Background: an optimization exercise with open tools, aiming at small area, a short achievable clock period and few clock cycles per item. Do not read the settings as production practice. Function was checked by simulation only, so behaviour that the tests miss may differ from the original.

run E:
==> flow/design.v <==
`timescale 1ns/1ns
module lcm#(
parameter DATA_W = 16)
(
input [DATA_W-1:0] A,
input [DATA_W-1:0] B,
input 			vld_in,
input			rst_n,
input 			clk,
output	wire	[DATA_W*2-1:0] 	lcm_out,
output	wire 	[DATA_W-1:0]	mcd_out,
output	reg					vld_out
);
localparam W = DATA_W;
localparam P = 2*DATA_W;
reg [W-1:0] u, v;
reg [P-1:0] pu, pv;
reg         busy;
wire [W-1:0] uv = u | v;
wire [W-1:0] m = uv & (~uv + 1'b1);
wire [W-1:0] u0 = u, v0 = v;
wire [P-1:0] pu0 = pu, pv0 = pv;
wire t1 = |(u0 & (m << 0));
wire t2 = |(u0 & (m << 1));
wire t3 = |(u0 & (m << 2));
wire t4 = |(u0 & (m << 3));
wire t5 = |(u0 & (m << 4));
wire t6 = |(v0 & (m << 0));
wire t7 = |(v0 & (m << 1));
wire t8 = |(v0 & (m << 2));
wire t9 = |(v0 & (m << 3));
wire t10 = |(v0 & (m << 4));
wire [W-1:0] u1, v1;
wire [P-1:0] pu1, pv1;
wire t11 = ~t1;
wire t12 = ~t6 & ~t11;
assign u1 = t11 ? (u0 >> 1) : u0;
assign pu1 = t11 ? (pu0 << 1) : pu0;
assign v1 = t12 ? (v0 >> 1) : v0;
assign pv1 = t12 ? (pv0 << 1) : pv0;
wire t13 = t11 ? t2 : t1;
wire t14 = t11 ? t3 : t2;
wire t15 = t11 ? t4 : t3;
wire t16 = t11 ? t5 : t4;
wire t17 = t12 ? t7 : t6;
wire t18 = t12 ? t8 : t7;
wire t19 = t12 ? t9 : t8;
wire t20 = t12 ? t10 : t9;
wire [W-1:0] u2, v2;
wire [P-1:0] pu2, pv2;
wire [W-1:0] d2; wire bo2, lt2, eq2;
rsub #(W) sub2 (.a(u1), .b(v1), .d(d2), .lt(bo2));
fcmp #(W) cmp2 (.a(u1), .b(v1), .lt(lt2), .eq(eq2));
wire [W-1:0] ad2;
cneg #(W) neg2 (.x(d2), .n(lt2), .y(ad2));
assign u2 = ad2;
radd #(P) add2 (.a(pu1), .b(pv1), .s(pv2));
assign v2 = lt2 ? u1 : v1;
assign pu2 = lt2 ? pv1 : pu1;
wire t21 = t13 ^ t17 ^ 1'b0;
wire t22 = (~t13 & t17) | (~(t13 ^ t17) & 1'b0);
wire t23 = t14 ^ t18 ^ t22;
wire t24 = (~t14 & t18) | (~(t14 ^ t18) & t22);
wire t25 = t15 ^ t19 ^ t24;
wire t26 = (~t15 & t19) | (~(t15 ^ t19) & t24);
wire t27 = t16 ^ t20 ^ t26;
wire t28 = (~t16 & t20) | (~(t16 ^ t20) & t26);
wire t29 = t21 ^ (lt2 & 1'b0);
wire t30 = 1'b0 | t21;
wire t31 = t23 ^ (lt2 & t30);
wire t32 = t30 | t23;
wire t33 = t25 ^ (lt2 & t32);
wire t34 = t32 | t25;
wire t35 = t27 ^ (lt2 & t34);
wire t36 = t34 | t27;
wire t37 = lt2 ? t13 : t17;
wire t38 = lt2 ? t14 : t18;
wire t39 = lt2 ? t15 : t19;
wire t40 = lt2 ? t16 : t20;
wire t41 = 1'b0 | eq2;
wire [W-1:0] u3, v3;
wire [P-1:0] pu3, pv3;
wire t42 = ~t29;
assign u3 = t42 ? (u2 >> 1) : u2;
assign pu3 = t42 ? (pu2 << 1) : pu2;
assign v3 = v2;
assign pv3 = pv2;
wire t43 = t42 ? t31 : t29;
wire t44 = t42 ? t33 : t31;
wire t45 = t42 ? t35 : t33;
wire [W-1:0] u4, v4;
wire [P-1:0] pu4, pv4;
wire t46 = ~t43;
assign u4 = t46 ? (u3 >> 1) : u3;
assign pu4 = t46 ? (pu3 << 1) : pu3;
assign v4 = v3;
assign pv4 = pv3;
wire t47 = t46 ? t44 : t43;
wire t48 = t46 ? t45 : t44;
wire [W-1:0] u5, v5;
wire [P-1:0] pu5, pv5;
wire [W-1:0] d5; wire bo5, lt5, eq5;
rsub #(W) sub5 (.a(u4), .b(v4), .d(d5), .lt(bo5));
assign lt5 = bo5;
assign eq5 = ~|d5;
wire [W-1:0] ad5;
cneg #(W) neg5 (.x(d5), .n(lt5), .y(ad5));
wire t49 = lt5 & ~t41;
assign u5 = ad5 & {W{~t41}};
radd #(P) add5 (.a(pv4), .b(pu4 & {P{~t41}}), .s(pv5));
assign v5 = t49 ? u4 : v4;
assign pu5 = t49 ? pv4 : pu4;
wire t50 = t47 ^ t37 ^ 1'b0;
wire t51 = (~t47 & t37) | (~(t47 ^ t37) & 1'b0);
wire t52 = t48 ^ t38 ^ t51;
wire t53 = (~t48 & t38) | (~(t48 ^ t38) & t51);
wire t54 = t41 | eq5;
wire [W-1:0] u6, v6;
wire [P-1:0] pu6, pv6;
wire t55 = |(u5 & (m << 0));
wire t56 = ~t55;
assign u6 = t56 ? (u5 >> 1) : u5;
assign pu6 = t56 ? (pu5 << 1) : pu5;
assign v6 = v5;
assign pv6 = pv5;
wire done = ~|u6;
always @(posedge clk) begin
	if (vld_in) begin
		u  <= A;
		v  <= B;
		pu <= {P{1'b0}};
		pv <= {{W{1'b0}}, A};
	end
	else begin
		u  <= u6;
		v  <= v6;
		pu <= pu6;
		pv <= pv6;
	end
end
always @(posedge clk or negedge rst_n)
	if (!rst_n) begin
		busy    <= 1'b0;
		vld_out <= 1'b0;
	end
	else begin
		busy    <= vld_in | (busy & ~done);
		vld_out <= busy & ~vld_in & done;
	end
assign mcd_out = v;
assign lcm_out = pv;
endmodule
module radd #(parameter N = 32) (input [N-1:0] a, input [N-1:0] b, output [N-1:0] s);
wire [N:0] c;
assign c[0] = 1'b0;
genvar i;
generate for (i = 0; i < N; i = i + 1) begin : g
	assign s[i] = a[i] ^ b[i] ^ c[i];
	assign c[i+1] = (a[i] & b[i]) | (c[i] & (a[i] ^ b[i]));
end endgenerate
endmodule
module rsub #(parameter N = 16) (input [N-1:0] a, input [N-1:0] b, output [N-1:0] d, output lt);
wire [N:0] c;
assign c[0] = 1'b1;
genvar i;
generate for (i = 0; i < N; i = i + 1) begin : g
	assign d[i] = a[i] ^ ~b[i] ^ c[i];
	assign c[i+1] = (a[i] & ~b[i]) | (c[i] & (a[i] ^ ~b[i]));
end endgenerate
assign lt = ~c[N];
endmodule
module cneg #(parameter N = 16) (input [N-1:0] x, input n, output [N-1:0] y);
wire [N:0] seen;
assign seen[0] = 1'b0;
genvar i;
generate for (i = 0; i < N; i = i + 1) begin : g
	assign y[i] = x[i] ^ (n & seen[i]);
	assign seen[i+1] = seen[i] | x[i];
end endgenerate
endmodule
module fcmp #(parameter N = 16) (input [N-1:0] a, input [N-1:0] b, output lt, output eq);
generate
if (N == 1) begin : leaf
	assign lt = ~a[0] & b[0];
	assign eq = ~(a[0] ^ b[0]);
end
else begin : node
	wire lth, eqh, ltl, eql;
	fcmp #(N/2) hi (.a(a[N-1:N/2]), .b(b[N-1:N/2]), .lt(lth), .eq(eqh));
	fcmp #(N/2) lo (.a(a[N/2-1:0]), .b(b[N/2-1:0]), .lt(ltl), .eq(eql));
	assign lt = lth | (eqh & ltl);
	assign eq = eqh & eql;
end
endgenerate
endmodule
export LEC_CHECK = 0
export ABC_AREA = 1
export CAP_MARGIN = 20
export CORE_MARGIN = 2
export CORE_UTILIZATION = 40
export SLEW_MARGIN = 20
create_clock -name core_clock -period 100.0 [get_ports {clk}]
standard.sh (not shown) runs the stock make flow with config.mk's settings and CLKGATE_MAP_FILE= SYNTH_SCRIPT=/design/flow/synth_recipe.tcl, a recipe that flattens the netlist after the stock synthesis.
==> flow/flow/run.sh <==
#!/bin/bash
# Own layout flow: the standard flow (standard.sh) with two changes:
#  1. synthesis maps the logic with ABC's area mapper (amap, script
#     flow/abc_area_map.script) instead of ORFS's abc_area.script; every other
#     synthesis step, the registers and their names are the standard flow's own
#     (synth_recipe.tcl is used unchanged, with the abc command wrapped);
#  2. the port buffers are plain buf_1 cells (buffer_ports would pick
#     clkdlybuf4s50_1, which is bigger and slower).
# Each tool's output goes to a log in this folder (and ORFS's own logs under
# orfs/logs).
set -euo pipefail
here=$(pwd)
scr="$here/flow/abc_area_map.script"
{
  cat <<EOT
proc abc {args} {
  set i [lsearch -exact \$args -script]
  if {\$i >= 0} { lset args [expr {\$i + 1}] {$scr} }
  yosys abc {*}\$args
}
EOT
  cat synth_recipe.tcl
} > my_synth.tcl
sed "s#SYNTH_SCRIPT=[^ ]*#SYNTH_SCRIPT=$here/my_synth.tcl#" standard.sh > my_standard.sh
grep -q "SYNTH_SCRIPT=$here/my_synth.tcl" my_standard.sh
export BUFFER_PORTS_ARGS="-buffer_cell sky130_fd_sc_hd__buf_1"
bash my_standard.sh > flow.log 2>&1
==> flow/flow/abc_area_map.script <==
strash
dch
amap
topo
stime -c
buffer -c
upsize -c
dnsize -c
Testbench counts of run E, summed over its fixed seeds: cycles 11,369, items 1,600.
> inputs changed (run E -> run B)
--- a/flow/design.v
+++ b/flow/design.v
@@ -17,7 +17,9 @@
 reg [P-1:0] pu, pv;
 reg         busy;
 wire [W-1:0] uv = u | v;
-wire [W-1:0] m = uv & (~uv + 1'b1);
+wire [W-1:0] below;    
+pfor #(W) pf (.x({uv[W-2:0], 1'b0}), .y(below));
+wire [W-1:0] m = uv & ~below;
 wire [W-1:0] u0 = u, v0 = v;
 wire [P-1:0] pu0 = pu, pv0 = pv;
 wire t1 = |(u0 & (m << 0));
@@ -48,11 +50,9 @@
 wire t20 = t12 ? t10 : t9;
 wire [W-1:0] u2, v2;
 wire [P-1:0] pu2, pv2;
-wire [W-1:0] d2; wire bo2, lt2, eq2;
-rsub #(W) sub2 (.a(u1), .b(v1), .d(d2), .lt(bo2));
+wire [W-1:0] d2, ad2; wire bo2, lt2, eq2;
 fcmp #(W) cmp2 (.a(u1), .b(v1), .lt(lt2), .eq(eq2));
-wire [W-1:0] ad2;
-cneg #(W) neg2 (.x(d2), .n(lt2), .y(ad2));
+rsub #(W) sub2 (.a(lt2 ? v1 : u1), .b(lt2 ? u1 : v1), .d(ad2), .lt(bo2));
 assign u2 = ad2;
 radd #(P) add2 (.a(pu1), .b(pv1), .s(pv2));
 assign v2 = lt2 ? u1 : v1;
@@ -99,11 +99,10 @@
 wire t48 = t46 ? t45 : t44;
 wire [W-1:0] u5, v5;
 wire [P-1:0] pu5, pv5;
-wire [W-1:0] d5; wire bo5, lt5, eq5;
+wire [W-1:0] d5, ad5; wire bo5, lt5, eq5;
 rsub #(W) sub5 (.a(u4), .b(v4), .d(d5), .lt(bo5));
 assign lt5 = bo5;
 assign eq5 = ~|d5;
-wire [W-1:0] ad5;
 cneg #(W) neg5 (.x(d5), .n(lt5), .y(ad5));
 wire t49 = lt5 & ~t41;
 assign u5 = ad5 & {W{~t41}};
@@ -123,19 +122,27 @@
 assign pu6 = t56 ? (pu5 << 1) : pu5;
 assign v6 = v5;
 assign pv6 = pv5;
-wire done = ~|u6;
+wire [W-1:0] u7, v7;
+wire [P-1:0] pu7, pv7;
+wire t57 = |(u6 & (m << 0));
+wire t58 = ~t57;
+assign u7 = t58 ? (u6 >> 1) : u6;
+assign pu7 = t58 ? (pu6 << 1) : pu6;
+assign v7 = v6;
+assign pv7 = pv6;
+wire done = t54;    
 always @(posedge clk) begin
-	if (vld_in) begin
+	if (!busy) begin
 		u  <= A;
 		v  <= B;
 		pu <= {P{1'b0}};
 		pv <= {{W{1'b0}}, A};
 	end
 	else begin
-		u  <= u6;
-		v  <= v6;
-		pu <= pu6;
-		pv <= pv6;
+		u  <= u7;
+		v  <= v7;
+		pu <= pu7;
+		pv <= pv7;
 	end
 end
 always @(posedge clk or negedge rst_n)
@@ -178,6 +185,19 @@
 	assign seen[i+1] = seen[i] | x[i];
 end endgenerate
 endmodule
+module pfor #(parameter N = 16) (input [N-1:0] x, output [N-1:0] y);
+generate
+if (N == 1) begin : leaf
+	assign y = x;
+end
+else begin : node
+	wire [N/2-1:0] yl, yh;
+	pfor #(N/2) lo (.x(x[N/2-1:0]), .y(yl));
+	pfor #(N/2) hi (.x(x[N-1:N/2]), .y(yh));
+	assign y = {yh | {(N/2){yl[N/2-1]}}, yl};
+end
+endgenerate
+endmodule
 module fcmp #(parameter N = 16) (input [N-1:0] a, input [N-1:0] b, output lt, output eq);
 generate
 if (N == 1) begin : leaf
==> comparison <==
Run B: buffering stage count on the worst path with inverters included lower than run E
Run E has a lower number of search-and-repair iterations in the first detailed-routing pass than run B.
Of run B and run E, run E shows the higher simple logic cell fraction of the synthesized area, with run B below it.
Highest-delay cell along the critical path: sky130_fd_sc_hd__nand2_1 -> run E, sky130_fd_sc_hd__dfxtp_1 -> run B
Between run B and run E, the overall die area is lower for run E.
Compared with run E, in run B non-filler instance count after layout about even, arrival time at the worst endpoint went down by 21.15 ns.
Per the comparison of run B with run E, remaining antenna violation count held steady, finished layout cell area grew by about 0.5%, number of nets produced by synthesis grew by about 0.3%.
Testbench counts of run B, summed over its fixed seeds: cycles 10,955, items 1,600.

[static timing again, ports no longer ideal]
No port has a modelled driver above. Below, the same layouts with a new extraction and two added sets of constraints.
Step 1 (the two cells are an assumption about what drives the block):
set clk [get_ports {clk}]
set_driving_cell -lib_cell sky130_fd_sc_hd__clkbuf_16 $clk
set_driving_cell -lib_cell sky130_fd_sc_hd__buf_2 [delete_from_list [all_inputs] $clk]
Step 2 times the ports against the registers' clock, not the clock port: input delays grow and output delays shrink by t, the midpoint of the rising clock arrivals with the driver on.
Slacks: ideal ports / drivers / drivers and shift; pairs: ideal ports / drivers.
| run | shift t [ns] | setup WS [ns] | worst register clock-pin slew, ns |
|---|---|---|---|
| run E | 0.413 | 78.078 / 78.102 / 77.689 | 0.09 / 0.09 |
| run B | 0.406 | 78.951 / 78.903 / 79.310 | 0.08 / 0.08 |
After both steps setup and hold are still met in every run listed. For run E, which loses most, drivers alone change the setup slack by +0.024 ns; drivers and shift together by -0.389 ns.
